Background: an optimization exercise with open tools, aiming at a short achievable clock period and few clock cycles. Do not read the settings as production practice. Only simulation tests tie the RTL to the original design; equivalence was not proved. No activity file was given, so power comes from the tool's default toggle rates.

==> flow/design.v (excerpt) <==
module ulsoc_core
(
    input  wire         clk,
    input  wire         rst_n,
    output wire [31:0]  imem_addr,
    input  wire [31:0]  imem_rdata,
    output wire [31:0]  dmem_addr,
    input  wire [31:0]  dmem_rdata,
    output wire         dmem_we,
    output wire [3:0]   dmem_wstrb,
    output wire [31:0]  dmem_wdata,
    output wire         wb_valid,
    output wire [4:0]   wb_rd,
    output wire [31:0]  wb_data
);
reg  [31:0]  fpc;                
reg          d_v;
reg  [31:0]  d_inst;
reg  [31:0]  d_pc;
reg  [31:0]  d_pc4;
reg          d_pred;
reg  [31:1]  d_rf1, d_rf2;       
reg          d_wb1, d_wb2;       
reg          d_x1, d_x2;         
reg          d_ee1, d_ee2;       
reg          d_fa1, d_fa2;       
reg          d_lui, d_auipc, d_jal, d_jalr, d_br, d_load, d_store, d_opimm, d_opr;
reg          d_wr, d_early;
reg  [31:0]  d_aimm;             
reg          ex_v;
reg          ex_wr;              
reg  [4:0]   ex_rd;
reg  [31:0]  ex_a;
reg  [31:0]  ex_b;
reg  [31:0]  ex_addr;
reg          ex_we;              
  ...
clock: 9.0 ns
lec_check: 0
cap_margin: 30
core_margin: 2
core_utilization: 50
slew_margin: 30
synth_hierarchical: 1
standard.sh (not shown) runs the stock make flow with config.mk's settings and CLKGATE_MAP_FILE= SYNTH_SCRIPT=/design/flow/synth_recipe.tcl, a recipe that flattens the netlist after the stock synthesis.
==> flow/flow/run.sh <==
#!/bin/bash
# Own layout flow: the standard synthesis unchanged, then the standard ORFS
# steps (floorplan to finish) with four repair settings changed:
#  - timing and design repair may resize a cell to any size of its function,
#    not only to sizes with the same footprint (MATCH_CELL_FOOTPRINT=0);
#  - the port buffers are sky130_fd_sc_hd__buf_4;
#  - antenna repair after detailed routing may take up to 10 rounds, not 5.
# Each make run's full output goes to a log file here; ORFS keeps its per-step
# logs under orfs/logs.
set -euo pipefail
bash standard.sh synth > synth.log 2>&1
bash standard.sh MATCH_CELL_FOOTPRINT=0 \
    "BUFFER_PORTS_ARGS=-buffer_cell sky130_fd_sc_hd__buf_4" \
    SETUP_SLACK_MARGIN=6 MAX_REPAIR_ANTENNAS_ITER_DRT=10 finish > layout.log 2>&1
test -s out/final.def
Testbench counts at the start, summed over its fixed seeds: cycles 72,258.
Then changed:
--- a/flow/design.v
+++ b/flow/design.v
@@ -501,21 +501,23 @@
 aomux #(12) u_r (.sel({1'b1, s}), .d({ld_v, ops}), .y(r));
 aomux #(13) u_a (.sel({!fa, fa, {11{fa}} & s}), .d({d_a, ld_v, ops}), .y(a_nx));
 aomux #(37) u_b (.sel({nfb, fbb, fbh, fbw, {11{fbb}} & s, {11{fbh}} & s, {11{fbw}} & s}),
                  .d({d_b, {4{ld_v[7:0]}}, {2{ld_v[15:0]}}, ld_v, ops_b, ops_h, ops}), .y(b_nx));
 endmodule
 module zsg
 (
     input  wire [31:0] a,
     input  wire [31:0] b,
     input  wire [31:0] r_add,
-    input  wire        s_add, s_and,
+    input  wire [31:0] r_sub,
+    input  wire        eq,           
+    input  wire        s_add, s_sub, s_and,
     output wire        z,
     output wire        sg
 );
 wire [31:0] t_add, t_and;            
 genvar i;
 generate
     for (i = 0; i < 32; i = i + 1) begin : b_
         wire x;
         c_xor2 ux (.a(a[i]), .b(b[i]), .y(x));
         if (i == 0) begin : f
@@ -525,22 +527,22 @@
             wire on;
             c_nor2 uo (.a(a[i-1]), .b(b[i-1]), .y(on));
             c_xor2 ut (.a(x), .b(on), .y(t_add[i]));
         end
         c_nand2 un (.a(a[i]), .b(b[i]), .y(t_and[i]));
     end
 endgenerate
 wire z_add, z_and;
 all32 u_za (.t(t_add), .y(z_add));
 all32 u_zn (.t(t_and), .y(z_and));
-zcomb u_c (.z_add(z_add), .z_and(z_and), .s31_add(r_add[31]), .a31(a[31]), .b31(b[31]),
-           .s_add(s_add), .s_and(s_and), .z(z), .sg(sg));
+zcomb u_c (.z_add(z_add), .z_and(z_and), .eq(eq), .s31_add(r_add[31]), .s31_sub(r_sub[31]),
+           .a31(a[31]), .b31(b[31]), .s_add(s_add), .s_sub(s_sub), .s_and(s_and), .z(z), .sg(sg));
 endmodule
 module all32
 (
     input  wire [31:0] t,
     output wire        y
 );
 wire [7:0] l1;
 wire [3:0] l2;
 wire       l3;
 genvar k;
@@ -550,33 +552,36 @@
     end
     for (k = 0; k < 4; k = k + 1) begin : a2
         c_nor2 u (.a(l1[2*k]), .b(l1[2*k+1]), .y(l2[k]));
     end
 endgenerate
 c_nand4 u3 (.a(l2[0]), .b(l2[1]), .c(l2[2]), .d(l2[3]), .y(l3));
 c_inv u4 (.a(l3), .y(y));
 endmodule
 module zcomb
 (
-    input  wire z_add, z_and, s31_add, a31, b31, s_add, s_and,
+    input  wire z_add, z_and, eq, s31_add, s31_sub, a31, b31, s_add, s_sub, s_and,
     output wire z,
     output wire sg
 );
-wire n1, n3, m1, ab, m3, m3n;
+wire n1, n2, n3, m1, m2, m3, ab;
 c_nand2 u1 (.a(s_add), .b(z_add), .y(n1));
+c_nand2 u2 (.a(s_sub), .b(eq), .y(n2));
 c_nand2 u3 (.a(s_and), .b(z_and), .y(n3));
-c_nand2 u4 (.a(n1), .b(n3), .y(z));
+c_nand3 u4 (.a(n1), .b(n2), .c(n3), .y(z));
 c_nand2 u5 (.a(s_add), .b(s31_add), .y(m1));
+c_nand2 u6 (.a(s_sub), .b(s31_sub), .y(m2));
 c_nand2 u7 (.a(a31), .b(b31), .y(ab));
 c_nor2b u8 (.a(ab), .b(s_and), .y(m3));      
-c_inv   u9 (.a(m3), .y(m3n));
-c_nand2 u10 (.a(m1), .b(m3n), .y(sg));
+wire m3n;
+c_inv u9 (.a(m3), .y(m3n));
+c_nand3 u10 (.a(m1), .b(m2), .c(m3n), .y(sg));
 endmodule
 module ulsoc_core
 (
     input  wire         clk,
     input  wire         rst_n,
     output wire [31:0]  imem_addr,
     input  wire [31:0]  imem_rdata,
     output wire [31:0]  dmem_addr,
     input  wire [31:0]  dmem_rdata,
     output wire         dmem_we,
@@ -744,26 +749,27 @@
 wire [31:1] f_rf1, f_rf2;
 wire        f_wb1, f_wb2, f_x1, f_x2, f_ee1, f_ee2, f_fa1, f_fa2;
 rs_sel u_rs1 (.rs(fi[19:15]), .n_rd(d_rd), .n_wr(d_v && d_wr), .n_early(d_early),
               .w_rd(ex_rd), .w_wr(ex_v && ex_wr), .x_rd(wb_rd_q), .x_wr(wb_v), .ok(rf_ok_nx),
               .sel_rf(f_rf1), .sel_wb(f_wb1), .sel_w2(f_x1), .sel_ee(f_ee1), .fa(f_fa1));
 rs_sel u_rs2 (.rs(fi[24:20]), .n_rd(d_rd), .n_wr(d_v && d_wr), .n_early(d_early),
               .w_rd(ex_rd), .w_wr(ex_v && ex_wr), .x_rd(wb_rd_q), .x_wr(wb_v), .ok(rf_ok_nx),
               .sel_rf(f_rf2), .sel_wb(f_wb2), .sel_w2(f_x2), .sel_ee(f_ee2), .fa(f_fa2));
 wire ex_redir = ex_v && ((ex_mis_c && !ex_dres) || ex_jalr);   
 wire [31:0] d_balt = d_pred ? d_pc4 : d_tb;
-wire ex_zs = ex_v && (s_add || s_and);
+wire ex_zs = ex_v && (s_add || s_sub || s_and);
 wire ares1 = d_fa1 && (d_inst[24:20] == 5'd0);      
 wire ares2 = d_fa2 && (d_inst[19:15] == 5'd0);      
 wire ares  = d_v && d_br && !d_far && ex_zs && (ares1 || ares2);
 wire r_z, r_sg;
-zsg  u_zsg (.a(ex_a), .b(ex_b), .r_add(r_add), .s_add(s_add), .s_and(s_and), .z(r_z), .sg(r_sg));
+zsg  u_zsg (.a(ex_a), .b(ex_b), .r_add(r_add), .r_sub(r_sub), .eq(c_eq), .s_add(s_add),
+            .s_sub(s_sub), .s_and(s_and), .z(r_z), .sg(r_sg));
 function automatic amis_k(input [2:0] f3, input side1, input pred, input zz, input ss);
     reg eq, lt, ltu, tk;
     begin
         eq  = zz;
         lt  = side1 ? ss : (!ss && !zz);
         ltu = side1 ? 1'b0 : !zz;
         case (f3)
             3'd0:    tk = eq;
             3'd1:    tk = !eq;
             3'd4:    tk = lt;
Global-route usage goes up by 0.25 points; worst hold slack gains 47 ps; via count goes up slightly; fmax hardly moves; worst setup slack loses 4.0 ps; combinational power stays flat; non-clock buffer count goes down by 6; area after synthesis barely changes; design area goes down slightly; first-iteration DRC count goes up by a few percent; power goes down slightly; die area is about the same.
Testbench counts after the change, summed over its fixed seeds: cycles 72,258.

-- port drivers added, routing unchanged --
How much do the figures lean on ideal ports? The routed layouts below were timed once more, with nothing changed but the port constraints.
Step 1 sets driving cells, clkbuf_16 on the clock port and buf_2 on the other inputs (assumed; they add their load-dependent delay and slew).
Step 2 adds t to the input delays and takes it off the output delays; t is the mean of the earliest and latest rising clock arrival at the registers after step 1. Input paths then give back, and output paths get back, about the clock's delay inside the block.
Slacks: no drivers / after step 1 / after step 2; pairs: no drivers / after step 1.
run	t, ns	slack for setup (ns)	clock arrival spread, ns	slew at the worst register clock pin (ns)
the first run	0.970	5.320 / 5.285 / 4.315	0.122 / 0.122	0.07 / 0.07
the second run	0.962	5.316 / 5.316 / 4.484	0.121 / 0.121	0.08 / 0.08
After both steps setup and hold are still met in every run listed. For the first run, which loses most, drivers alone change the setup slack by -0.035 ns; drivers and shift together by -1.005 ns.
